What follows belongs to an exercise in optimizing a design on an open flow for small area and a short achievable clock period; a production flow would make more cautious choices.
At most, simulation tests tie the RTL to the original design; equivalence was not proved.
No functional check of the RTL was part of runs 2 and 3.

## flow/design.v (module list and top-level ports; edited modules follow where they fit)
// module f_padd: 34 lines
// module f_pge: 9 lines
// module f_front: 17 lines
// module f_align: 10 lines
// module f_lzc: 28 lines
// module f_esub: 9 lines
// module f_norm: 21 lines
// module fadd1: 27 lines
// module fadd2: 31 lines
// module dly: 22 lines
// module fmulc: 46 lines
// module csa_m1: 270 lines
// module csa_m2: 224 lines
// module csa_m3: 306 lines
// module csa_m4: 332 lines
// module dct_core: 69 lines
module dct_core (
    input                clk,
    input                rst_n,
    input                start,
    input signed [255:0] a1,
    output               done,
    output       [255:0] final_output
);
  // ...
==> flow/flow/run.sh <==
#!/bin/bash
set -e
bash standard.sh BUFFER_PORTS_ARGS="-buffer_cell sky130_fd_sc_hd__buf_4" \
    SETUP_SLACK_MARGIN=0 synth floorplan > flow_floorplan.log 2>&1
bash standard.sh BUFFER_PORTS_ARGS="-buffer_cell sky130_fd_sc_hd__buf_4" \
    SETUP_SLACK_MARGIN=6.7 finish > flow.log 2>&1
==> flow/standard.sh <==
#!/bin/bash
# synth_recipe.tcl (not shown) runs the flow's synth.tcl, then flattens the netlist and writes it again
# the make line also repeats each setting of config.mk as NAME=value (left out here)
make -C /OpenROAD-flow-scripts/flow DESIGN_CONFIG=/design/flow/config.mk WORK_HOME=/design/flow/orfs CLKGATE_MAP_FILE= SYNTH_SCRIPT=/design/flow/synth_recipe.tcl "${@:-finish}"
==> flow/config.mk <==
export PLATFORM = sky130hd
export DESIGN_NAME = dct_core
export DESIGN_NICKNAME = dct_core
export VERILOG_FILES = /design/flow/design.v
export SDC_FILE = /design/flow/constraint.sdc
export NUM_CORES = 8
export LEC_CHECK = 0
export ABC_AREA = 1
export CAP_MARGIN = 20
export CORE_MARGIN = 2
export CORE_UTILIZATION = 60
export CTS_CLUSTER_DIAMETER = 70
export CTS_CLUSTER_SIZE = 30
export PLACE_DENSITY = 0.72
export SLEW_MARGIN = 40
==> flow/constraint.sdc <==
create_clock -name core_clock -period 10.0 [get_ports {clk}]
set_input_delay 2.0000 -clock core_clock [delete_from_list [all_inputs] [get_ports {clk}]]
set_output_delay 2.0000 -clock core_clock [all_outputs]
set_load 0.01 [all_outputs]
==> impl_metrics.csv, run 1 <==
group,metric,value,unit
run_status,status,"finished clean",
cts,h-tree-depth,5,
global_routing,gr-max-usage-layer,"met2",
global_routing,grt.total_usage,0.3381,
global_routing,met2_usage,0.5615,
cts,cts.sinks,4997,
cts,cts_tree,"done",
worst_setup_path,path_class,"register to primary output",
worst_setup_path,critPathRequiredTime,8000,ps
yosys,synth_edf_count,0,
global_routing,global_route.overflow_total,0,
floorplanning,tapCellCount,5952,
yosys,avgSynthCellArea,7.648,um^2
finish,mostFrequentLayoutCells,"nand2_1, dfxtp_1, inv_1",
yosys,synth-seq-cells,4997,
yosys,synthXorXnorAreaFrac,0.04362,
yosys,synthSimpleGateAreaFrac,0.2306,
routing,viasPerCell,5.661,
floorplanning,placeableCoreArea,447800,um^2
timing,clock_skew,72.60,ps
finish,nFillCells,37439,
finish,largest_class,"multi-input gates",
==> module f_front, before the edit <==
module f_front (
    input  [30:0] a,
    input  [30:0] b,
    output        comp,
    output [63:0] q
);
    wire [8:0]  dab = {1'b0, a[30:23]} - {1'b0, b[30:23]};
    wire [7:0]  dba = b[30:23] - a[30:23];
    wire        eq  = a[30:23] == b[30:23];
    wire        mge;
    f_pge #(23) cm (.a(a[22:0]), .b(b[22:0]), .ge(mge));
    assign comp = ~dab[8] & (~eq | mge);
    wire [30:0] l   = comp ? a : b;
    wire [22:0] s   = comp ? b[22:0] : a[22:0];
    wire        hs  = comp ? |b[30:23] : |a[30:23];
    assign q = {l[30:23], |l[30:23], l[22:0], hs, s, dab[8] ? dba : dab[7:0]};
endmodule
==> module f_lzc, before the edit <==
module f_lzc (
    input  [24:0] m,
    output [4:0]  k
);
    wire [31:0] x = {m, 7'b0};
    genvar i;
    wire [15:0] z1, p1;
    for (i = 0; i < 16; i = i + 1) begin : l1
        assign z1[i] = ~(x[2*i+1] | x[2*i]);
        assign p1[i] = ~x[2*i+1];
    end
    wire [7:0] z2; wire [15:0] p2;
    for (i = 0; i < 8; i = i + 1) begin : l2
        assign z2[i] = z1[2*i+1] & z1[2*i];
        assign p2[2*i+1:2*i] = z1[2*i+1] ? {1'b1, p1[2*i]} : {1'b0, p1[2*i+1]};
    end
    wire [3:0] z3; wire [11:0] p3;
    for (i = 0; i < 4; i = i + 1) begin : l3
        assign z3[i] = z2[2*i+1] & z2[2*i];
        assign p3[3*i+2:3*i] = z2[2*i+1] ? {1'b1, p2[4*i+1:4*i]} : {1'b0, p2[4*i+3:4*i+2]};
    end
    wire [1:0] z4; wire [7:0] p4;
    for (i = 0; i < 2; i = i + 1) begin : l4
        assign z4[i] = z3[2*i+1] & z3[2*i];
        assign p4[4*i+3:4*i] = z3[2*i+1] ? {1'b1, p3[6*i+2:6*i]} : {1'b0, p3[6*i+5:6*i+3]};
    end
    assign k = z4[1] ? {1'b1, p4[3:0]} : {1'b0, p4[7:4]};
endmodule
==> module f_norm, before the edit <==
module f_norm (
    input         s,
    input  [7:0]  e,
    input  [24:0] m,
    output [31:0] y
);
    wire [4:0]  k;
    f_lzc z (.m(m), .k(k));
    wire [24:0] v4   = k[4] ? {m[8:0], 16'b0} : m;
    wire [24:0] v3   = k[3] ? {v4[16:0], 8'b0} : v4;
    wire [24:0] v2   = k[2] ? {v3[20:0], 4'b0} : v3;
    wire [24:0] v1   = k[1] ? {v2[22:0], 2'b0} : v2;
    wire [24:0] v    = k[0] ? {v1[23:0], 1'b0} : v1;
    wire [7:0]  e1   = e + 8'd1;
    wire [7:0]  e2   = e + 8'd2;
    wire [7:0]  en;
    f_esub xn (.e(e1), .k(k), .d(en));
    wire        zero = ~|m;
    wire        fl   = zero | (e2 == {3'b0, k}) | ((e == 8'hff) & (k == 5'd0));
    assign y = fl ? 32'b0 : {s, en, v[23:1]};
endmodule
==> module fadd1, before the edit <==
module fadd1 #(parameter [3:0] C = 4'b1110) (
    input         clk,
    input  [31:0] a,
    input  [31:0] b,
    output [31:0] y
);
    wire        comp;
    wire [63:0] q0, q1;
    wire [54:0] r1, r2;
    f_front f (.a(a[30:0]), .b(b[30:0]), .comp(comp), .q(q0));
    wire        sg1, x1;
    dly #(66, C[0]) c0 (clk, {comp ? a[31] : b[31], a[31] ^ b[31], q0}, {sg1, x1, q1});
    f_align al (.q(q1), .x(x1), .r(r1));
    wire        sg2, x2;
    dly #(57, C[1]) c1 (clk, {sg1, x1, r1}, {sg2, x2, r2});
    wire [7:0]  el = r2[54:47];
    wire [23:0] ml = {|el, r2[46:24]};
    wire [25:0] sm;
    f_padd #(26) ad (.a({1'b0, ml, 1'b1}), .b({x2, r2[23:0], x2}), .s(sm));
    wire [24:0] m3;
    wire [7:0]  e3;
    wire        sg3;
    dly #(34, C[2]) c2 (clk, {sg2, el, sm[25:1]}, {sg3, e3, m3});
    wire [31:0] y0;
    f_norm n (.s(sg3), .e(e3), .m(m3), .y(y0));
    dly #(32, C[3]) c3 (clk, y0, y);
endmodule
==> module fadd2, before the edit <==
module fadd2 #(parameter [3:0] C = 4'b1110, parameter D = 0) (
    input         clk,
    input  [31:0] a,
    input  [31:0] b,
    output [31:0] ya,
    output [31:0] ys
);
    wire        comp;
    wire [63:0] q0, q1;
    wire [54:0] r1, r2;
    f_front f (.a(a[30:0]), .b(b[30:0]), .comp(comp), .q(q0));
    wire        sa1, ss1, x1;
    dly #(67, C[0]) c0 (clk, {comp ? a[31] : b[31], comp ? a[31] : ~b[31], a[31] ^ b[31], q0},
                             {sa1, ss1, x1, q1});
    f_align al (.q(q1), .x(x1), .r(r1));
    wire        sa2, ss2, x2;
    dly #(58, C[1] + D) c1 (clk, {sa1, ss1, x1, r1}, {sa2, ss2, x2, r2});
    wire [7:0]  el = r2[54:47];
    wire [23:0] ml = {|el, r2[46:24]}, mt = r2[23:0];
    wire [25:0] sa, sz;
    f_padd #(26) aa (.a({1'b0, ml, 1'b1}), .b({x2, mt, x2}), .s(sa));
    f_padd #(26) az (.a({1'b0, ml, 1'b1}), .b({~x2, ~mt, ~x2}), .s(sz));
    wire [24:0] ma3, ms3;
    wire [7:0]  e3;
    wire        sa3, ss3;
    dly #(60, C[2]) c2 (clk, {sa2, ss2, el, sa[25:1], sz[25:1]}, {sa3, ss3, e3, ma3, ms3});
    wire [31:0] ya0, ys0;
    f_norm na (.s(sa3), .e(e3), .m(ma3), .y(ya0));
    f_norm ns (.s(ss3), .e(e3), .m(ms3), .y(ys0));
    dly #(64, C[3]) c3 (clk, {ya0, ys0}, {ya, ys});
endmodule
==> module fmulc, before the edit <==
module fmulc #(parameter [23:0] KM = 24'h800000, parameter [7:0] EA = 8'd127,
               parameter [23:0] THR = 24'h800000, parameter TZ = 0,
               parameter [2:0] C = 3'b101) (
    input         clk,
    input  [31:0] b,
    output [31:0] y
);
    wire [23:0] mb  = {1'b1, b[22:0]};
    wire [8:0]  es  = {1'b0, EA} + {1'b0, b[30:23]};    
    wire        p47 = mb >= THR;
    wire        den = es < 9'd127;                      
    wire        inj = p47 & ~den;
    wire        tie = (TZ == 0) ? ~|b[22:0] : (b[21] & ~|b[20:0]);
    wire [48:0] s, c;
    generate
        if (KM == 24'hb50481)      begin : g1 csa_m1 u (b[22:0], inj, s, c); end
        else if (KM == 24'hc3f141) begin : g2 csa_m2 u (b[22:0], inj, s, c); end
        else if (KM == 24'h8a8c15) begin : g3 csa_m3 u (b[22:0], inj, s, c); end
        else                       begin : g4 csa_m4 u (b[22:0], inj, s, c); end
    endgenerate
    wire [16:0] lo;
    f_padd #(17) cl (.a({1'b0, s[15:0]}), .b({1'b0, c[15:0]}), .s(lo));
    wire [31:0] s1, c1;
    wire        ci1;
    wire [8:0]  es1;
    wire        p1, d1, t1, sg1;
    dly #(78, C[0]) k1 (clk, {s[47:16], c[47:16], lo[16], es, p47, den, tie, b[31]},
                             {s1, c1, ci1, es1, p1, d1, t1, sg1});
    wire [32:0] rf;
    f_padd #(33) cp (.a({s1, 1'b1}), .b({c1, ci1}), .s(rf));
    wire [24:0] r1 = rf[32:8];
    wire [24:0] r;
    wire [8:0]  es2;
    wire        p2, d2, t2, sg2;
    dly #(38, C[1]) k2 (clk, {r1, es1, p1, d1, t1, sg1}, {r, es2, p2, d2, t2, sg2});
    wire [7:0]  ex_n = es2[7:0] - 8'd127;
    wire [8:0]  ex_p = es2 - 9'd126;
    wire        inf  = &ex_p[7:0];
    wire [23:0] top  = r[24:1];                          
    wire [23:0] dsh  = es2[0] ? top >> 2 : top >> 1;     
    wire [22:0] mant = d2 ? dsh[22:0] :
                       ~p2 ? r[22:0] :
                       inf ? 23'b0 : {r[23:2], r[1] & ~t2};
    wire [7:0]  ex   = d2 ? 8'h00 : ~p2 ? ex_n : inf ? 8'hFF : ex_p[7:0];
    dly #(32, C[2]) k3 (clk, {sg2, ex, mant}, y);
endmodule
==> module dct_core, before the edit <==
module dct_core (
    input                clk,
    input                rst_n,
    input                start,
    input signed [255:0] a1,
    output               done,
    output       [255:0] final_output
);
localparam [3:0] CF = 4'b1111;
localparam [3:0] CA = 4'b1110;
localparam [2:0] CM = 3'b101;
function integer ones(input [3:0] c);
    ones = c[0] + c[1] + c[2] + c[3];
endfunction
localparam LF = ones(CF);
localparam LA = ones(CA);
localparam LM = ones({1'b0, CM});
localparam T1 = LF;           
localparam T2 = T1 + LA;      
localparam T3 = T2 + LA;      
localparam T4 = T3 + LM;      
localparam T5 = T4 + LA;      
localparam T6 = T5 + LA;      
localparam NEG = 32'h80000000;
wire [31:0] x0 = a1[255:224], x1 = a1[223:192], x2 = a1[191:160], x3 = a1[159:128];
wire [31:0] x4 = a1[127:96],  x5 = a1[95:64],   x6 = a1[63:32],   x7 = a1[31:0];
wire [31:0] b0, b1, b2, b3, b4, b5, b6, b7;
fadd2 #(CF) u_b07 (clk, x0, x7, b0, b7);
fadd2 #(CF) u_b13 (clk, x1, x6, b1, b3);
fadd2 #(CF) u_b46 (clk, x2, x5, b4, b6);
fadd2 #(CF) u_b52 (clk, x3, x4, b5, b2);
wire [31:0] c0, c1, c2, c3, c4, c5, c6;
fadd2 #(CA) u_c04 (clk, b0, b5, c0, c4);
fadd2 #(CA) u_c31 (clk, b1, b4, c3, c1);
fadd1 #(CA) u_c2  (clk, b2, b6, c2);
fadd1 #(CA) u_c5  (clk, b3, b7, c5);
fadd1 #(CA) u_c6  (clk, b3, b6, c6);
wire [31:0] d0, d1, d3, d4;
fadd2 #(CA, T6 - T3) u_d01 (clk, c0, c3, d0, d1);     
fadd1 #(CA) u_d3  (clk, c1, c4, d3);
fadd1 #(CA) u_d4  (clk, c2, c5 ^ NEG, d4);
wire [31:0] e2, e4, e6, e7, e2i, e3i, e4i;
fmulc #(24'h8a8c15, 8'd126, 24'hec82f0, 0, CM) u_e2 (clk, c2, e2i);
fmulc #(24'hb50481, 8'd126, 24'hb50566, 0, CM) u_e3 (clk, c6, e3i);
fmulc #(24'ha73b64, 8'd127, 24'hc3f181, 2, CM) u_e4 (clk, c5, e4i);
fmulc #(24'hb50481, 8'd126, 24'hb50566, 0, CM) u_e6 (clk, d3, e6);
fmulc #(24'hc3f141, 8'd125, 24'ha73b9b, 0, CM) u_e7 (clk, d4, e7);
dly #(64, T4 - T2 - LM) dl_e (clk, {e2i, e4i}, {e2, e4});
wire [31:0] b7e, c4d;
dly #(32, T2 + LM - T1) dl_b7 (clk, b7, b7e);
dly #(32, T4 - T2) dl_c4 (clk, c4, c4d);
wire [31:0] f2, f3, f4, f5, f6, f7;
fadd2 #(CA, T6 - T5) u_f23 (clk, c4d, e6, f2, f3);     
fadd2 #(CA, T4 - T2 - LM) u_f45 (clk, b7e, e3i, f4, f5);     
fadd1 #(CA) u_f6  (clk, e2, e7, f6);
fadd1 #(CA) u_f7  (clk, e4, e7, f7);
wire [31:0] y0, y1, y2, y3, y4, y5, y6, y7;
fadd2 #(CA) u_y17 (clk, f4, f7, y1, y7);
fadd2 #(CA) u_y53 (clk, f5, f6, y5, y3);
assign y0 = d0, y4 = d1;
assign y2 = f2, y6 = f3;
assign final_output = {y0, y1, y2, y3, y4, y5, y6, y7};
reg [T6-1:0] vld;
always @(posedge clk) begin
    if (rst_n) vld <= {T6{1'b0}};
    else       vld <= {vld[T6-2:0], start};
end
assign done = vld[T6-1];
endmodule
==> inputs of run 2 (changes only) <==
--- a/flow/design.v
+++ b/flow/design.v
@@ -1,78 +1,60 @@
-module f_padd #(parameter W = 26) (
-    input  [W-1:0] a,
-    input  [W-1:0] b,
-    output [W-1:0] s
-);
-    function integer lg2(input integer n);
-        integer t;
-        begin
-            lg2 = 0;
-            for (t = 1; t < n; t = t * 2) lg2 = lg2 + 1;
-        end
-    endfunction
-    localparam L = lg2(W);
-    wire [W-1:0] g [0:L];
-    wire [W-1:0] p [0:L];
-    assign g[0] = a & b;
-    assign p[0] = a ^ b;
-    genvar l, i;
-    generate
-        for (l = 0; l < L; l = l + 1) begin : lv
-            for (i = 0; i < W; i = i + 1) begin : bt
-                if ((i >> l) & 1) begin : cmb
-                    localparam J = ((i >> l) << l) - 1;
-                    assign g[l+1][i] = g[l][i] | (p[l][i] & g[l][J]);
-                    assign p[l+1][i] = p[l][i] & p[l][J];
-                end else begin : pas
-                    assign g[l+1][i] = g[l][i];
-                    assign p[l+1][i] = p[l][i];
-                end
-            end
-        end
-    endgenerate
-    assign s = p[0] ^ {g[L][W-2:0], 1'b0};
-endmodule
-module f_pge #(parameter W = 23) (
-    input  [W-1:0] a,
-    input  [W-1:0] b,
-    output         ge
-);
-    wire [W+1:0] s;
-    f_padd #(W + 2) u (.a({1'b0, a, 1'b1}), .b({1'b0, ~b, 1'b1}), .s(s));
-    assign ge = s[W+1];
-endmodule
 module f_front (
     input  [30:0] a,
     input  [30:0] b,
     output        comp,
     output [63:0] q
 );
-    wire [8:0]  dab = {1'b0, a[30:23]} - {1'b0, b[30:23]};
+    assign comp = a >= b;
+    wire [7:0]  dab = a[30:23] - b[30:23];
     wire [7:0]  dba = b[30:23] - a[30:23];
-    wire        eq  = a[30:23] == b[30:23];
-    wire        mge;
-    f_pge #(23) cm (.a(a[22:0]), .b(b[22:0]), .ge(mge));
-    assign comp = ~dab[8] & (~eq | mge);
     wire [30:0] l   = comp ? a : b;
     wire [22:0] s   = comp ? b[22:0] : a[22:0];
     wire        hs  = comp ? |b[30:23] : |a[30:23];
-    assign q = {l[30:23], |l[30:23], l[22:0], hs, s, dab[8] ? dba : dab[7:0]};
+    assign q = {l[30:23], |l[30:23], l[22:0], hs, s, comp ? dab : dba};
 endmodule
-module f_align (
+module f_align1 (
     input  [63:0] q,
     input         x,
-    output [54:0] r
+    output [56:0] r
 );
     wire [7:0]  d  = q[7:0];
     wire [23:0] ms = q[31:8];
-    wire [23:0] sh = (|d[7:5]) ? 24'b0 : (ms >> d[4:0]);
-    assign r = {q[63:56], q[54:32], sh ^ {24{x}}};
+    wire [23:0] s1 = (|d[7:5] | (&d[4:3])) ? 24'b0 : (ms >> {d[4:1], 1'b0});
+    assign r = {q[63:32], s1 ^ {24{x}}, d[0]};
+endmodule
+module f_front_al (
+    input  [30:0] a,
+    input  [30:0] b,
+    input         x,
+    output        comp,
+    output [56:0] r
+);
+    assign comp = a >= b;
+    wire        ge  = a[30:23] >= b[30:23];
+    wire        eq  = a[30:23] == b[30:23];
+    wire [7:0]  dab = a[30:23] - b[30:23];
+    wire [7:0]  dba = b[30:23] - a[30:23];
+    wire [7:0]  d   = ge ? dab : dba;
+    wire [23:0] ma  = {|a[30:23], a[22:0]};
+    wire [23:0] mb  = {|b[30:23], b[22:0]};
+    wire [23:0] se  = ge ? mb : ma;
+    wire [23:0] s1  = (|d[7:5] | (&d[4:3])) ? 24'b0 : (se >> {d[4:1], 1'b0});
+    wire [23:0] s2  = eq ? (comp ? mb : ma) : s1;
+    assign r = {ge ? a[30:23] : b[30:23], comp ? ma : mb, s2 ^ {24{x}}, d[0]};
+endmodule
+module f_align2 (
+    input  [56:0] q,
+    input         x,
+    output [55:0] r
+);
+    wire [23:0] s1 = q[24:1];
+    assign r = {q[56:25], q[0] ? {x, s1[23:1]} : s1};
 endmodule
 module f_lzc (
-    input  [24:0] m,
+    input  [23:0] m,
     output [4:0]  k
 );
-    wire [31:0] x = {m, 7'b0};
+    wire [31:0] x = {m, 8'b0};
     genvar i;
     wire [15:0] z1, p1;
     for (i = 0; i < 16; i = i + 1) begin : l1
@@ -112,19 +94,14 @@
     output [31:0] y
 );
     wire [4:0]  k;
-    f_lzc z (.m(m), .k(k));
-    wire [24:0] v4   = k[4] ? {m[8:0], 16'b0} : m;
-    wire [24:0] v3   = k[3] ? {v4[16:0], 8'b0} : v4;
-    wire [24:0] v2   = k[2] ? {v3[20:0], 4'b0} : v3;
-    wire [24:0] v1   = k[1] ? {v2[22:0], 2'b0} : v2;
-    wire [24:0] v    = k[0] ? {v1[23:0], 1'b0} : v1;
-    wire [7:0]  e1   = e + 8'd1;
-    wire [7:0]  e2   = e + 8'd2;
+    f_lzc z (.m(m[23:0]), .k(k));
+    wire [23:0] ms   = m[23:0] << k;
     wire [7:0]  en;
-    f_esub xn (.e(e1), .k(k), .d(en));
-    wire        zero = ~|m;
-    wire        fl   = zero | (e2 == {3'b0, k}) | ((e == 8'hff) & (k == 5'd0));
-    assign y = fl ? 32'b0 : {s, en, v[23:1]};
+    f_esub xn (.e(e), .k(k), .d(en));
+    wire [7:0]  e1   = e + 8'd1;
+    wire        zero = ~|m[23:0];
+    wire        fl   = m[24] ? (e[7:1] == 7'h7f) : (zero | (e1 == {3'b0, k}));
+    assign y = fl ? 32'b0 : m[24] ? {s, e1, m[23:1]} : {s, en, ms[22:0]};
 endmodule
 module fadd1 #(parameter [3:0] C = 4'b1110) (
     input         clk,
@@ -133,27 +110,34 @@
     output [31:0] y
 );
     wire        comp;
-    wire [63:0] q0, q1;
-    wire [54:0] r1, r2;
-    f_front f (.a(a[30:0]), .b(b[30:0]), .comp(comp), .q(q0));
+    wire [56:0] r1, r2;
     wire        sg1, x1;
-    dly #(66, C[0]) c0 (clk, {comp ? a[31] : b[31], a[31] ^ b[31], q0}, {sg1, x1, q1});
-    f_align al (.q(q1), .x(x1), .r(r1));
+    generate
+        if (C[0]) begin : g_cut
+            wire [63:0] q0, q1;
+            f_front f (.a(a[30:0]), .b(b[30:0]), .comp(comp), .q(q0));
+            dly #(66, 1) c0 (clk, {comp ? a[31] : b[31], a[31] ^ b[31], q0}, {sg1, x1, q1});
+            f_align1 a1 (.q(q1), .x(x1), .r(r1));
+        end else begin : g_comb
+            assign x1 = a[31] ^ b[31];
+            f_front_al f (.a(a[30:0]), .b(b[30:0]), .x(x1), .comp(comp), .r(r1));
+            assign sg1 = comp ? a[31] : b[31];
+        end
+    endgenerate
     wire        sg2, x2;
-    dly #(57, C[1]) c1 (clk, {sg1, x1, r1}, {sg2, x2, r2});
-    wire [7:0]  el = r2[54:47];
-    wire [23:0] ml = {|el, r2[46:24]};
-    wire [25:0] sm;
-    f_padd #(26) ad (.a({1'b0, ml, 1'b1}), .b({x2, r2[23:0], x2}), .s(sm));
+    dly #(59, C[1]) c1 (clk, {sg1, x1, r1}, {sg2, x2, r2});
+    wire [55:0] t2;
+    f_align2 a2 (.q(r2), .x(x2), .r(t2));
+    wire [24:0] m = {1'b0, t2[47:24]} + {x2, t2[23:0]} + {24'b0, x2};
     wire [24:0] m3;
     wire [7:0]  e3;
     wire        sg3;
-    dly #(34, C[2]) c2 (clk, {sg2, el, sm[25:1]}, {sg3, e3, m3});
+    dly #(34, C[2]) c2 (clk, {sg2, t2[55:48], m}, {sg3, e3, m3});
     wire [31:0] y0;
     f_norm n (.s(sg3), .e(e3), .m(m3), .y(y0));
     dly #(32, C[3]) c3 (clk, y0, y);
 endmodule
-module fadd2 #(parameter [3:0] C = 4'b1110, parameter D = 0) (
+module fadd2 #(parameter [3:0] C = 4'b1110) (
     input         clk,
     input  [31:0] a,
     input  [31:0] b,
@@ -161,24 +145,34 @@
     output [31:0] ys
 );
     wire        comp;
-    wire [63:0] q0, q1;
-    wire [54:0] r1, r2;
-    f_front f (.a(a[30:0]), .b(b[30:0]), .comp(comp), .q(q0));
+    wire [56:0] r1, r2;
     wire        sa1, ss1, x1;
-    dly #(67, C[0]) c0 (clk, {comp ? a[31] : b[31], comp ? a[31] : ~b[31], a[31] ^ b[31], q0},
-                             {sa1, ss1, x1, q1});
-    f_align al (.q(q1), .x(x1), .r(r1));
+    generate
+        if (C[0]) begin : g_cut
+            wire [63:0] q0, q1;
+            f_front f (.a(a[30:0]), .b(b[30:0]), .comp(comp), .q(q0));
+            dly #(67, 1) c0 (clk, {comp ? a[31] : b[31], comp ? a[31] : ~b[31], a[31] ^ b[31], q0},
+                                  {sa1, ss1, x1, q1});
+            f_align1 a1 (.q(q1), .x(1'b0), .r(r1));
+        end else begin : g_comb
+            f_front_al f (.a(a[30:0]), .b(b[30:0]), .x(1'b0), .comp(comp), .r(r1));
+            assign sa1 = comp ? a[31] : b[31];
+            assign ss1 = comp ? a[31] : ~b[31];
+            assign x1  = a[31] ^ b[31];
+        end
+    endgenerate
     wire        sa2, ss2, x2;
-    dly #(58, C[1] + D) c1 (clk, {sa1, ss1, x1, r1}, {sa2, ss2, x2, r2});
-    wire [7:0]  el = r2[54:47];
-    wire [23:0] ml = {|el, r2[46:24]}, mt = r2[23:0];
-    wire [25:0] sa, sz;
-    f_padd #(26) aa (.a({1'b0, ml, 1'b1}), .b({x2, mt, x2}), .s(sa));
-    f_padd #(26) az (.a({1'b0, ml, 1'b1}), .b({~x2, ~mt, ~x2}), .s(sz));
+    dly #(60, C[1]) c1 (clk, {sa1, ss1, x1, r1}, {sa2, ss2, x2, r2});
+    wire [55:0] t2;
+    f_align2 a2 (.q(r2), .x(1'b0), .r(t2));
+    wire [23:0] ml = t2[47:24], ms = t2[23:0];
+    wire [24:0] mp = {1'b0, ml} + {1'b0, ms};
+    wire [24:0] mm = {1'b0, ml} - {1'b0, ms};
     wire [24:0] ma3, ms3;
     wire [7:0]  e3;
     wire        sa3, ss3;
-    dly #(60, C[2]) c2 (clk, {sa2, ss2, el, sa[25:1], sz[25:1]}, {sa3, ss3, e3, ma3, ms3});
+    dly #(60, C[2]) c2 (clk, {sa2, ss2, t2[55:48], x2 ? mm : mp, x2 ? mp : mm},
+                             {sa3, ss3, e3, ma3, ms3});
     wire [31:0] ya0, ys0;
     f_norm na (.s(sa3), .e(e3), .m(ma3), .y(ya0));
     f_norm ns (.s(ss3), .e(e3), .m(ms3), .y(ys0));
@@ -226,17 +220,13 @@
         else if (KM == 24'h8a8c15) begin : g3 csa_m3 u (b[22:0], inj, s, c); end
         else                       begin : g4 csa_m4 u (b[22:0], inj, s, c); end
     endgenerate
-    wire [16:0] lo;
-    f_padd #(17) cl (.a({1'b0, s[15:0]}), .b({1'b0, c[15:0]}), .s(lo));
-    wire [31:0] s1, c1;
-    wire        ci1;
+    wire [47:0] s1, c1;
     wire [8:0]  es1;
     wire        p1, d1, t1, sg1;
-    dly #(78, C[0]) k1 (clk, {s[47:16], c[47:16], lo[16], es, p47, den, tie, b[31]},
-                             {s1, c1, ci1, es1, p1, d1, t1, sg1});
-    wire [32:0] rf;
-    f_padd #(33) cp (.a({s1, 1'b1}), .b({c1, ci1}), .s(rf));
-    wire [24:0] r1 = rf[32:8];
+    dly #(109, C[0]) k1 (clk, {s[47:0], c[47:0], es, p47, den, tie, b[31]},
+                              {s1, c1, es1, p1, d1, t1, sg1});
+    wire [47:0] rf = s1 + c1;
+    wire [24:0] r1 = rf[47:23];
     wire [24:0] r;
     wire [8:0]  es2;
     wire        p2, d2, t2, sg2;
@@ -1422,29 +1412,29 @@
 fadd1 #(CA) u_c5  (clk, b3, b7, c5);
 fadd1 #(CA) u_c6  (clk, b3, b6, c6);
 wire [31:0] d0, d1, d3, d4;
-fadd2 #(CA, T6 - T3) u_d01 (clk, c0, c3, d0, d1);     
+fadd2 #(CA) u_d01 (clk, c0, c3, d0, d1);
 fadd1 #(CA) u_d3  (clk, c1, c4, d3);
 fadd1 #(CA) u_d4  (clk, c2, c5 ^ NEG, d4);
-wire [31:0] e2, e4, e6, e7, e2i, e3i, e4i;
+wire [31:0] e2, e3, e4, e6, e7, e2i, e3i, e4i;
 fmulc #(24'h8a8c15, 8'd126, 24'hec82f0, 0, CM) u_e2 (clk, c2, e2i);
 fmulc #(24'hb50481, 8'd126, 24'hb50566, 0, CM) u_e3 (clk, c6, e3i);
 fmulc #(24'ha73b64, 8'd127, 24'hc3f181, 2, CM) u_e4 (clk, c5, e4i);
 fmulc #(24'hb50481, 8'd126, 24'hb50566, 0, CM) u_e6 (clk, d3, e6);
 fmulc #(24'hc3f141, 8'd125, 24'ha73b9b, 0, CM) u_e7 (clk, d4, e7);
-dly #(64, T4 - T2 - LM) dl_e (clk, {e2i, e4i}, {e2, e4});
-wire [31:0] b7e, c4d;
-dly #(32, T2 + LM - T1) dl_b7 (clk, b7, b7e);
+dly #(96, T4 - T2 - LM) dl_e (clk, {e2i, e3i, e4i}, {e2, e3, e4});
+wire [31:0] b7d, c4d;
+dly #(32, T4 - T1) dl_b7 (clk, b7, b7d);
 dly #(32, T4 - T2) dl_c4 (clk, c4, c4d);
 wire [31:0] f2, f3, f4, f5, f6, f7;
-fadd2 #(CA, T6 - T5) u_f23 (clk, c4d, e6, f2, f3);     
-fadd2 #(CA, T4 - T2 - LM) u_f45 (clk, b7e, e3i, f4, f5);     
+fadd2 #(CA) u_f23 (clk, c4d, e6, f2, f3);
+fadd2 #(CA) u_f45 (clk, b7d, e3, f4, f5);
 fadd1 #(CA) u_f6  (clk, e2, e7, f6);
 fadd1 #(CA) u_f7  (clk, e4, e7, f7);
 wire [31:0] y0, y1, y2, y3, y4, y5, y6, y7;
 fadd2 #(CA) u_y17 (clk, f4, f7, y1, y7);
 fadd2 #(CA) u_y53 (clk, f5, f6, y5, y3);
-assign y0 = d0, y4 = d1;
-assign y2 = f2, y6 = f3;
+dly #(64, T6 - T3) dl_d (clk, {d0, d1}, {y0, y4});
+dly #(64, T6 - T5) dl_f (clk, {f2, f3}, {y2, y6});
 assign final_output = {y0, y1, y2, y3, y4, y5, y6, y7};
 reg [T6-1:0] vld;
 always @(posedge clk) begin
==> flow/flow/run.sh (replaced) <==
#!/bin/bash
set -e
bash standard.sh BUFFER_PORTS_ARGS="-buffer_cell sky130_fd_sc_hd__buf_4" \
    SETUP_SLACK_MARGIN=6.4 finish > flow.log 2>&1
==> run 2 against run 1 <==
  * Design area up 10%
  * Final cell count increased by 21%
  * Sequential cell count rose by 210
  * Sequential share of layout area decreased by 1.9 points
  * Still clean on timing, DRC and antenna
  * Count of clock-buffer cells in the layout up 54
  * Highest routed layer unchanged
  * Worst hold slack lost 4.6 ps
  * Register-to-register slack worse by 290 ps
  * Synthesized cell count increased by 25%
  * Global-route usage grew 4.7 points
==> impl_metrics.csv, run 2 <==
group,metric,value,unit
run_status,status,"finished clean",
routing,drc,0,
global_routing,antenna_found_initial,79,
floorplanning,fp.dieH,720.9,um
timing,grt_setup_unrepaired,"yes",
worst_setup_path,crit_chain,"buf_12 > clkinvlp_4 > or2_2 > o21ai_0 > ha_2 > inv_1 > a21oi_1 > a21boi_2 > o21ai_2 > a21oi_1 > o21ai_2 > a21oi_1 > inv_1 > nand2_1 > nand3_1 > nand2_1",
yosys,synth.area.mux_share,0.002353,
worst_setup_path,start_kind,"register",
worst_setup_path,crit_top_cell,"a21oi_1",
routing,drt_iter0_markers,37831,
flow_run,cap_violations,0,
finish,drive_above_1_share,0.07157,
finish,fin_area,336300,um^2
yosys,synth_flop_cell,"dfxtp_1",
routing,drt-met1-wl,419.5,mm
finish,area_growth_syn_to_layout,9.066,%
yosys,avgSynthCellArea,7.011,um^2
placement,gp_congestion,1.058,
placement,dp.final_hpwl,806.9,mm
yosys,synth.most_common_cell,"nand2_1",
timing,fin_tns_setup,0,ps
yosys,yosysTopAreaCellShare,0.3380,
timing,worst_pin_slew,1065,ps
worst_setup_path,critical-path-slowest-cell,"ha_2",
global_routing,global_route.overflow_total,0,
timing,setup_ws,6402,ps
finish,final_cells,50855,
yosys,ys_seq_area_frac,0.3380,
yosys,synthTopCellsByArea,"dfxtp_1, nand2_1, ha_1",
worst_setup_path,max_stage_delay,420,ps
routing,viasPerCell,5.933,
global_routing,grt.total_usage,0.3851,
worst_setup_path,cp_top_family,"compound AO/OA/AOI/OAI gates",
cts,cts_buffers,350,
yosys,syn_inst,43986,
global_routing,grt_max_degree,116,
timing,max_slew_margin,0.2855,
placement,io_buffers,515,
yosys,synth_top_family_by_area,"simple AND/OR/NAND/NOR gates",
global_routing,grt_first_pass_wirelength,1596,mm
worst_setup_path,crit_path_end_kind,"register",
finish,largest_reg_flops,512,
routing,dr.pass1.iters,22,
yosys,synthesis.nets,46843,
routing,routedWlPerCell,20.79,um
timing,setup_viol,0,
placement,dp_slack,4878,ps
yosys,synthXorXnorAreaFrac,0.02772,
finish,final_common_cell,"nand2_1",
finish,largestRegisters,"dl_d.g_regs.s.r (512), dl_e.g_regs.s.r (288), dl_b7.g_regs.s.r (256)",
routing,met3_length,102.6,mm
cts,cts_tree,"done",
yosys,synth_compound_area_frac,0.1332,
timing,finalHoldViolations,0,
global_routing,grt_pass1_vias,278046,
cts,path_clk_slew,100,ps
timing,clock_skew,87.26,ps
finish,top_register,"dl_d.g_regs.s.r",
timing,drv_slew,0,
floorplanning,dieArea,519700,um^2
yosys,synth-seq-cells,5207,
finish,final_core_util,0.6565,
routing,dr_wl_met2,458.5,mm
yosys,async_reset_ff_frac,0,
worst_setup_path,critPathRequiredTime,10930,ps
cts,clock_path_buffers,4,
finish,mostFrequentLayoutCells,"nand2_1, dfxtp_1, nand3_1",
cts,h-tree-depth,5,
cts,cts.sinks,5207,
finish,nNetsFinal,46581,
worst_setup_path,path_class,"register to register",
timing,clock.fmax,0.2779,GHz
yosys,yosys_warnings,13,
routing,routed.top_layer,"met5",
cts,cts-root-buf,"clkbuf_16",
timing,holdWs,291.1,ps
floorplanning,placeableCoreArea,512400,um^2
floorplanning,start_util,0.6019,
yosys,synthSimpleGateAreaFrac,0.2906,
timing,fin_crit_sh,0.3598,
yosys,synth.distinct_cells,81,
cts,hold_buffers,0,
yosys,synth_edf_count,0,
yosys,synthTopCellsByCount,"nand2_1, dfxtp_1, nand3_1",
placement,post_dp_cell_area,315100,um^2
yosys,synthAdderAreaFrac,0.1207,
routing,vias,301719,
floorplanning,rows,263,
hold_path,hold_class,"register to register",
worst_setup_path,crit_arrival,4530,ps
floorplanning,ios,516,
routing,routed_wl,1057,mm
cts,worstSkewPairLatency,1060,ps
worst_setup_path,path_buf_inv,4,
worst_setup_path,critPathMaxFanout,27,
floorplanning,fp.dieW,720.9,um
timing,period_needed,3598,ps
routing,ant_nets,0,
yosys,synth_area,308400,um^2
yosys,yosys.area.top_type,"dfxtp_1",
placement,numPlacedInstances,49726,
run 2: changes by cell type after synthesis, sizes merged, moves of 210 or more:
cell / previous run / this run
dfxtp: 4997 / 5207
nand3: 3505 / 4881
xor2: 1098 / 809
inv: 4542 / 4934
o21ai: 2348 / 3719
nor2: 2406 / 2683
a21oi: 1956 / 2771
mux2i: 322 / 50
clkbuf: 554 / 985
nand2: 7951 / 11617
nand4: 217 / 725
run 2: cells by family after synthesis:
logic type / Yosys count
adders and majority gates: 2598
DFF: 5207
buffers and inverters: 6745
muxes: 70
AOI/OAI and AO/OA: 7594
xor gates and xnor gates: 976
and+or+nand+nor: 20796
run 2: path summary, 6_finish.rpt:
check	start	to	slack [ps]	depth (start not counted)
hold / removal	u_e4.k3.g_regs.s[0].r[19]	dl_e.g_regs.s[0].r[19]	290	0
setup / recovery	u_b13.c1.g_regs.s[0].r[0]	u_b13.c2.g_regs.s[0].r[17]	6400	16
hold reg to reg	u_e4.k3.g_regs.s[0].r[19]	dl_e.g_regs.s[0].r[19]	290	0
setup reg to reg	u_b13.c1.g_regs.s[0].r[0]	u_b13.c2.g_regs.s[0].r[17]	6400	16
run 2: final cells by class:
class                   count  area, um^2
multi-input cells       32106      181200
fillers                 45079      176000
flip-flops and latches   5207      104400
inverters                4988       19190
clock buffers             368        9002
repair buffers           1046        8867
well taps                6757        8454
clock inverters           258        4851
diodes                    100       250.2
repair inverters           25       160.2
run 2: timing repair:
action | CTS | global route
resized for setup | 503 | 546
gates cloned | 61 | 43
endpoints found under the setup margin | 1549 | 1388
pin swaps | 63 | 107
setup buffers | 95 | 204
run 2: routing by layer:
| layer | up-vias | GRT usage |
|---|---|---|
| met5 | - | 0 |
| met3 | 3440 | 0.06851 |
| met1 | 138612 | 0.5002 |
| met2 | 16340 | 0.5999 |
| li1 | 143285 | - |
| met4 | 42 | 0.2290 |
run 2: worst reg2reg max path: cells and delay by family (launching register included):
family                   cells  cell delay, ps
AO/OA/AOI/OAI                7            1470
AND/OR/NAND/NOR              4             720
buffers and inverters        4             530
adder cells (fa/ha/maj)      1             420
flip-flops                   1             360
==> inputs of run 3 (changes only) <==
==> flow/design.v (replaced) <==
module fnorm (
    input         s,
    input  [7:0]  e,
    input  [24:0] m,
    output [31:0] y
);
    wire        z16 = ~|m[23:8];
    wire [23:0] m1  = z16 ? {m[7:0], 16'b0} : m[23:0];
    wire        z8  = ~|m1[23:16];
    wire [23:0] m2  = z8 ? {m1[15:0], 8'b0} : m1;
    wire        z4  = ~|m2[23:20];
    wire [23:0] m3  = z4 ? {m2[19:0], 4'b0} : m2;
    wire        z2  = ~|m3[23:22];
    wire [23:0] m4  = z2 ? {m3[21:0], 2'b0} : m3;
    wire        z1  = ~m4[23];
    wire [22:0] m5  = z1 ? {m4[21:0], 1'b0} : m4[22:0];
    wire [7:0]  en  = e - {3'b0, z16, z8, z4, z2, z1};
    wire        zero = ~|m[23:0];
    wire [7:0]  ec  = e + 8'd1;
    wire        fl  = m[24] ? (e[7:1] == 7'h7f) : (zero | (&en));
    assign y = fl ? 32'b0 : m[24] ? {s, ec, m[23:1]} : {s, en, m5};
endmodule
module ffront (
    input  [30:0] a,
    input  [30:0] b,
    output        comp,
    output [62:0] q
);
    assign comp = a >= b;
    wire [30:0] l = comp ? a : b;
    wire [30:0] s = comp ? b : a;
    wire [7:0]  d = l[30:23] - s[30:23];
    assign q = {l, |s[30:23], s[22:0], d};
endmodule
module falign (
    input  [62:0] q,
    output [55:0] r
);
    wire [30:0] l  = q[62:32];
    wire [23:0] ms = q[31:8];
    wire [7:0]  d  = q[7:0];
    wire [23:0] sh = (|d[7:5]) ? 24'b0 : (ms >> d[4:0]);
    assign r = {l[30:23], |l[30:23], l[22:0], sh};
endmodule
module fadd1 #(parameter K1 = 0, K2 = 1, K3 = 0, K4 = 1) (
    input         clk,
    input  [31:0] a,
    input  [31:0] b,
    output [31:0] y
);
    wire        comp;
    wire [62:0] q0, q1;
    ffront f (.a(a[30:0]), .b(b[30:0]), .comp(comp), .q(q0));
    wire        sg0 = comp ? a[31] : b[31];
    wire        x0  = a[31] ^ b[31];
    wire        sg1, x1;
    dly #(65, K1) c1 (clk, {sg0, x0, q0}, {sg1, x1, q1});
    wire [55:0] r1, r2;
    falign al (.q(q1), .r(r1));
    wire        sg2, x2;
    dly #(58, K2) c2 (clk, {sg1, x1, r1}, {sg2, x2, r2});
    wire [24:0] m = x2 ? ({1'b0, r2[47:24]} - {1'b0, r2[23:0]})
                       : ({1'b0, r2[47:24]} + {1'b0, r2[23:0]});
    wire [24:0] m3;
    wire [7:0]  e3;
    wire        sg3;
    dly #(34, K3) c3 (clk, {sg2, r2[55:48], m}, {sg3, e3, m3});
    wire [31:0] y0;
    fnorm n (.s(sg3), .e(e3), .m(m3), .y(y0));
    dly #(32, K4) c4 (clk, y0, y);
endmodule
module fadd2 #(parameter K1 = 0, K2 = 1, K3 = 0, K4 = 1) (
    input         clk,
    input  [31:0] a,
    input  [31:0] b,
    output [31:0] ya,
    output [31:0] ys
);
    wire        comp;
    wire [62:0] q0, q1;
    ffront f (.a(a[30:0]), .b(b[30:0]), .comp(comp), .q(q0));
    wire        sa0 = comp ? a[31] : b[31];
    wire        ss0 = comp ? a[31] : ~b[31];
    wire        x0  = a[31] ^ b[31];       
    wire        sa1, ss1, x1;
    dly #(66, K1) c1 (clk, {sa0, ss0, x0, q0}, {sa1, ss1, x1, q1});
    wire [55:0] r1, r2;
    falign al (.q(q1), .r(r1));
    wire        sa2, ss2, x2;
    dly #(59, K2) c2 (clk, {sa1, ss1, x1, r1}, {sa2, ss2, x2, r2});
    wire [24:0] mp = {1'b0, r2[47:24]} + {1'b0, r2[23:0]};
    wire [24:0] mm = {1'b0, r2[47:24]} - {1'b0, r2[23:0]};
    wire [24:0] ma = x2 ? mm : mp;
    wire [24:0] ms = x2 ? mp : mm;
    wire [24:0] ma3, ms3;
    wire [7:0]  e3;
    wire        sa3, ss3;
    dly #(60, K3) c3 (clk, {sa2, ss2, r2[55:48], ma, ms}, {sa3, ss3, e3, ma3, ms3});
    wire [31:0] ya0, ys0;
    fnorm na (.s(sa3), .e(e3), .m(ma3), .y(ya0));
    fnorm ns (.s(ss3), .e(e3), .m(ms3), .y(ys0));
    dly #(64, K4) c4 (clk, {ya0, ys0}, {ya, ys});
endmodule
module dly #(parameter W = 32, parameter N = 1) (
    input              clk,
    input  [W-1:0]     d,
    output [W-1:0]     q
);
generate
    if (N == 0) begin : g_wire
        assign q = d;
    end else begin : g_regs
        genvar i;
        for (i = 0; i < N; i = i + 1) begin : s
            reg [W-1:0] r;
            if (i == 0) begin : g0
                always @(posedge clk) r <= d;
            end else begin : gn
                always @(posedge clk) r <= s[i-1].r;
            end
        end
        assign q = s[N-1].r;
    end
endgenerate
endmodule
module fmulc #(parameter [23:0] KM = 24'h800000, parameter [7:0] EA = 8'd127,
               parameter [23:0] THR = 24'h800000, parameter TZ = 0,
               parameter K1 = 1, K2 = 1) (
    input         clk,
    input  [31:0] b,
    output [31:0] y
);
    wire [23:0] mb  = {1'b1, b[22:0]};
    wire [8:0]  es  = {1'b0, EA} + {1'b0, b[30:23]};    
    wire        p47 = mb >= THR;
    wire        den = es < 9'd127;                      
    wire        inj = p47 & ~den;
    wire [48:0] r   = mb * KM + {inj, 23'b0};
    wire        tie = (TZ == 0) ? ~|b[22:0] : (b[21] & ~|b[20:0]);
    wire [25:0] r1;
    wire [8:0]  es1;
    wire        p1, d1, t1, s1;
    dly #(39, K1) c1 (clk, {r[48:23], es, p47, den, tie, b[31]}, {r1, es1, p1, d1, t1, s1});
    wire        ovf  = r1[25];
    wire [7:0]  ex_n = es1[7:0] - 8'd127;
    wire [8:0]  ex_p = es1 - 9'd126 + {8'b0, ovf};
    wire        inf  = ex_p[8] | (&ex_p[7:0]);
    wire [23:0] top  = r1[24:1];                         
    wire [23:0] dsh  = es1[0] ? top >> 2 : top >> 1;    
    wire [22:0] mant = d1 ? dsh[22:0] :
                       ~p1 ? r1[22:0] :
                       inf ? 23'b0 : {r1[23:2], r1[1] & ~t1};
    wire [7:0]  ex   = d1 ? 8'h00 : ~p1 ? ex_n : inf ? 8'hFF : ex_p[7:0];
    dly #(32, K2) c2 (clk, {s1, ex, mant}, y);
endmodule
module dct_core (
    input                clk,
    input                rst_n,
    input                start,
    input signed [255:0] a1,
    output               done,
    output       [255:0] final_output
);
localparam F1 = 0, F2 = 1, F3 = 0, F4 = 1;
localparam A1 = 0, A2 = 1, A3 = 0, A4 = 1;
localparam M1 = 1, M2 = 1;
localparam LF = F1 + F2 + F3 + F4;
localparam LA = A1 + A2 + A3 + A4;
localparam LM = M1 + M2;
localparam T1 = LF;           
localparam T2 = T1 + LA;      
localparam T3 = T2 + LA;      
localparam T4 = T3 + LM;      
localparam T5 = T4 + LA;      
localparam T6 = T5 + LA;      
localparam NEG = 32'h80000000;
wire [31:0] x0 = a1[255:224], x1 = a1[223:192], x2 = a1[191:160], x3 = a1[159:128];
wire [31:0] x4 = a1[127:96],  x5 = a1[95:64],   x6 = a1[63:32],   x7 = a1[31:0];
wire [31:0] b0, b1, b2, b3, b4, b5, b6, b7;
fadd2 #(F1, F2, F3, F4) u_b07 (clk, x0, x7, b0, b7);
fadd2 #(F1, F2, F3, F4) u_b13 (clk, x1, x6, b1, b3);
fadd2 #(F1, F2, F3, F4) u_b46 (clk, x2, x5, b4, b6);
fadd2 #(F1, F2, F3, F4) u_b52 (clk, x3, x4, b5, b2);
wire [31:0] c0, c1, c2, c3, c4, c5, c6;
fadd2 #(A1, A2, A3, A4) u_c04 (clk, b0, b5, c0, c4);
fadd2 #(A1, A2, A3, A4) u_c31 (clk, b1, b4, c3, c1);
fadd1 #(A1, A2, A3, A4) u_c2  (clk, b2, b6, c2);
fadd1 #(A1, A2, A3, A4) u_c5  (clk, b3, b7, c5);
fadd1 #(A1, A2, A3, A4) u_c6  (clk, b3, b6, c6);
wire [31:0] d0, d1, d3, d4;
fadd2 #(A1, A2, A3, A4) u_d01 (clk, c0, c3, d0, d1);
fadd1 #(A1, A2, A3, A4) u_d3  (clk, c1, c4, d3);
fadd1 #(A1, A2, A3, A4) u_d4  (clk, c2, c5 ^ NEG, d4);
wire [31:0] e2, e3, e4, e6, e7, e2i, e3i, e4i;
fmulc #(24'h8a8c15, 8'd126, 24'hec82f0, 0, M1, M2) u_e2 (clk, c2, e2i);
fmulc #(24'hb50481, 8'd126, 24'hb50566, 0, M1, M2) u_e3 (clk, c6, e3i);
fmulc #(24'ha73b64, 8'd127, 24'hc3f181, 2, M1, M2) u_e4 (clk, c5, e4i);
fmulc #(24'hb50481, 8'd126, 24'hb50566, 0, M1, M2) u_e6 (clk, d3, e6);
fmulc #(24'hc3f141, 8'd125, 24'ha73b9b, 0, M1, M2) u_e7 (clk, d4, e7);
dly #(96, T4 - T2 - LM) dl_e (clk, {e2i, e3i, e4i}, {e2, e3, e4});
wire [31:0] b7d, c4d;
dly #(32, T4 - T1) dl_b7 (clk, b7, b7d);
dly #(32, T4 - T2) dl_c4 (clk, c4, c4d);
wire [31:0] f2, f3, f4, f5, f6, f7;
fadd2 #(A1, A2, A3, A4) u_f23 (clk, c4d, e6, f2, f3);
fadd2 #(A1, A2, A3, A4) u_f45 (clk, b7d, e3, f4, f5);
fadd1 #(A1, A2, A3, A4) u_f6  (clk, e2, e7, f6);
fadd1 #(A1, A2, A3, A4) u_f7  (clk, e4, e7, f7);
wire [31:0] y0, y1, y2, y3, y4, y5, y6, y7;
fadd2 #(A1, A2, A3, A4) u_y17 (clk, f4, f7, y1, y7);
fadd2 #(A1, A2, A3, A4) u_y53 (clk, f5, f6, y5, y3);
dly #(64, T6 - T3) dl_d (clk, {d0, d1}, {y0, y4});
dly #(64, T6 - T5) dl_f (clk, {f2, f3}, {y2, y6});
assign final_output = {y0, y1, y2, y3, y4, y5, y6, y7};
reg [T6-1:0] vld;
always @(posedge clk) begin
    if (rst_n) vld <= {T6{1'b0}};
    else       vld <= {vld[T6-2:0], start};
end
assign done = vld[T6-1];
endmodule
==> flow/run.sh (new file) <==
#!/bin/bash
# synth_recipe.tcl (not shown) runs the flow's synth.tcl, then flattens the netlist and writes it again
# the make line also repeats each setting of config.mk as NAME=value (left out here)
make -C /OpenROAD-flow-scripts/flow DESIGN_CONFIG=/design/flow/config.mk WORK_HOME=/design/flow/orfs CLKGATE_MAP_FILE= SYNTH_SCRIPT=/design/flow/synth_recipe.tcl finish
==> flow/config.mk (replaced) <==
export PLATFORM = sky130hd
export DESIGN_NAME = dct_core
export DESIGN_NICKNAME = dct_core
export VERILOG_FILES = /design/flow/design.v
export SDC_FILE = /design/flow/constraint.sdc
export NUM_CORES = 8
export LEC_CHECK = 0
export CAP_MARGIN = 20
export CORE_MARGIN = 2
export CORE_UTILIZATION = 40
export SLEW_MARGIN = 40
removed: flow/flow/run.sh
removed: flow/standard.sh
==> run 3 against run 2 <==
  * Fmax is 62% lower
  * Area after synthesis is 11% lower
  * Wire length is 15% lower
  * Count of clock-buffer cells in the layout is 91 higher
  * Critical path depth is 12 higher
  * Design area is 9.7% lower
  * Global-route usage is 14 points lower
  * Die area is 34% higher
  * Largest cell class unchanged
==> impl_metrics.csv, run 3 <==
group,metric,value,unit
yosys,synth_flop_cell,"dfxtp_1",
worst_setup_path,critPathMaxFanout,36,
cts,cts.sinks,3374,
finish,top_register,"dl_d.g_regs.s.r",
cts,post_cts_buffers,0,
yosys,synth_edf_count,0,
timing,drv_slew,0,
routing,routed_wl,897.9,mm
routing,routedWlPerCell,21.29,um
cts,cts-resized-gates,0,
yosys,avgSynthCellArea,8.371,um^2
routing,drc,0,
placement,dp.final_hpwl,726.9,mm
timing,fin_tns_setup,0,ps
worst_setup_path,max_stage_delay,800,ps
placement,gp_congestion,0.9919,
yosys,yosysTopAreaCellShare,0.2453,
timing,max_slew_margin,0.3035,
worst_setup_path,cp_top_family,"compound AO/OA/AOI/OAI gates",
yosys,synth.distinct_cells,153,
worst_setup_path,crit_path_end_kind,"register",
finish,final_core_util,0.4431,
timing,finalHoldViolations,0,
floorplanning,ios,516,
yosys,async_reset_ff_frac,0,
timing,worst_pin_slew,1034,ps
timing,fin_crit_sh,0.9419,
hold_path,hold_class,"register to register",
finish,area_growth_syn_to_layout,10.35,%
yosys,synthTopCellsByCount,"dfxtp_1, ha_1, inv_1",
cts,path_clk_slew,70,ps
worst_setup_path,critical-path-slowest-cell,"a211oi_1",
timing,period_needed,9419,ps
finish,mostFrequentLayoutCells,"dfxtp_1, ha_1, inv_1",
yosys,synthesis.nets,36621,
placement,io_buffers,515,
finish,final_common_cell,"dfxtp_1",
global_routing,grt_pass1_vias,235121,
finish,nNetsFinal,36407,
yosys,synth.most_common_cell,"dfxtp_1",
worst_setup_path,crit_arrival,10290,ps
run_status,status,"finished clean",
routing,vias,245770,
yosys,yosys.area.top_type,"dfxtp_1",
routing,dr.pass1.iters,7,
yosys,syn_inst,32895,
floorplanning,start_util,0.4015,
timing,setup_viol,0,
global_routing,global_route.overflow_total,0,
finish,drive_above_1_share,0.07315,
worst_setup_path,path_buf_inv,4,
cts,clock_path_buffers,4,
yosys,synthTopCellsByArea,"dfxtp_1, ha_1, mux2i_1",
worst_setup_path,path_class,"register to register",
placement,numPlacedInstances,41492,
floorplanning,fp.dieH,833.7,um
routing,ant_nets,0,
cts,cts_tree,"done",
yosys,ys_seq_area_frac,0.2453,
finish,nFillCells,67582,
floorplanning,fp.dieW,833.7,um
cts,cts_buffers,366,
finish,largestRegisters,"dl_d.g_regs.s.r (384), dl_b7.g_regs.s.r (192), dl_e.g_regs.s.r (192)",
global_routing,antenna_found_initial,43,
finish,final_cells,42181,
global_routing,grt_first_pass_wirelength,1384,mm
timing,clock_skew,72.46,ps
timing,grt_setup_unrepaired,"no",
finish,largest_reg_flops,384,
cts,worstSkewPairLatency,1050,ps
global_routing,grt.total_usage,0.2461,
yosys,yosys_warnings,11,
floorplanning,placeableCoreArea,685800,um^2
cts,cts-root-buf,"clkbuf_16",
global_routing,grt_max_degree,89,
cts,h-tree-depth,5,
floorplanning,rows,304,
worst_setup_path,critPathRequiredTime,10870,ps
yosys,synth_area,275400,um^2
routing,viasPerCell,5.827,
timing,clock.fmax,0.1062,GHz
flow_run,cap_violations,0,
routing,drt_iter0_markers,22682,
floorplanning,dieArea,695100,um^2
cts,hold_buffers,0,
worst_setup_path,start_kind,"register",
yosys,synth-seq-cells,3374,
[run 3: routing by layer]
metal | global-route usage | vias to the layer above | share of wire
met5 | 0 | - | 0.00013
met4 | 0.08667 | 18 | 0.041
met3 | 0.03122 | 1756 | 0.064
met2 | 0.4005 | 8779 | 0.45
met1 | 0.3351 | 117263 | 0.45
li1 | - | 117954 | -
[run 3: final timing paths]
check | startpoint | end | slack, ps | cells after the start
setup / recovery | u_c04.c2.g_regs.s[0].r[7] | u_c04.c4.g_regs.s[0].r[30] | 580 | 28
hold / removal | dl_d.g_regs.s[1].r[63] | dl_d.g_regs.s[2].r[63] | 270 | 0
setup reg to reg | u_c04.c2.g_regs.s[0].r[7] | u_c04.c4.g_regs.s[0].r[30] | 580 | 28
hold reg to reg | dl_d.g_regs.s[1].r[63] | dl_d.g_regs.s[2].r[63] | 270 | 0
[run 3: stage by stage]
stage               area (um^2)  hold slack, ps  worst slack (ps)
floorplan                275400           309.6              1906
global placement         289700           310.0              1096
detailed placement       290400           312.1             844.5
CTS                      303600           255.8             826.9
global route             303900           248.9             56.95
finish                   303900           272.3             580.6
[run 3: logic make-up after synthesis]
| group | count (synthesis) | share of synthesized area |
|---|---|---|
| AO/OA/AOI/OAI | 8915 | 0.2168 |
| adder cells (fa/ha/maj) | 3468 | 0.1787 |
| multiplexers | 2459 | 0.09537 |
| AND/OR/NAND/NOR | 8867 | 0.1557 |
| XOR/XNOR | 1475 | 0.04697 |
| buffers and inverters | 4337 | 0.06117 |
| flip-flops | 3374 | 0.2453 |
[run 3: area by class of cell]
type	instances	area [um^2]	area share
antenna	13	32.53	0.0001071
clock buffer	459	10090	0.03320
clock inverter	216	3120	0.01027
inverter	2755	10350	0.03407
multi-input combinational	25184	192400	0.6331
sequential	3374	67560	0.2223
tap	9180	11490	0.03780
timing repair buffer	1000	8841	0.02909

## re-timing with driven ports
In the flow no input, the clock included, has a driving cell. The finished layouts below were timed again as built, in two steps. Step 1 sets driving cells, clkbuf_16 on the clock port and buf_2 on the other inputs (assumed; they add their load-dependent delay and slew). Step 2 moves the port delays by t, midway between the first and last clock arrival at a register: inputs arrive t later, outputs are due t later. That takes back most of the time a late clock gives input paths. a / b / c = ideal ports / drivers / drivers and shift; a / b = the first two.
| run | t (ns) | setup slack, ns | worst setup path at the end | worst slew at a driven data input, ns |
|---|---|---|---|---|
| run 1 | 1.133 | 6.457 / 6.324 / 5.692 | input to register | 0.08 |
| run 2 | 1.173 | 6.402 / 6.294 / 5.427 | input to register | 0.08 |
| run 3 | 1.155 | 0.581 / 0.581 / 0.581 | register to register | 0.11 |
After both steps every run listed still meets setup and hold. For run 2, which loses most, drivers alone change the setup slack by -0.108 ns; drivers and shift together by -0.975 ns.
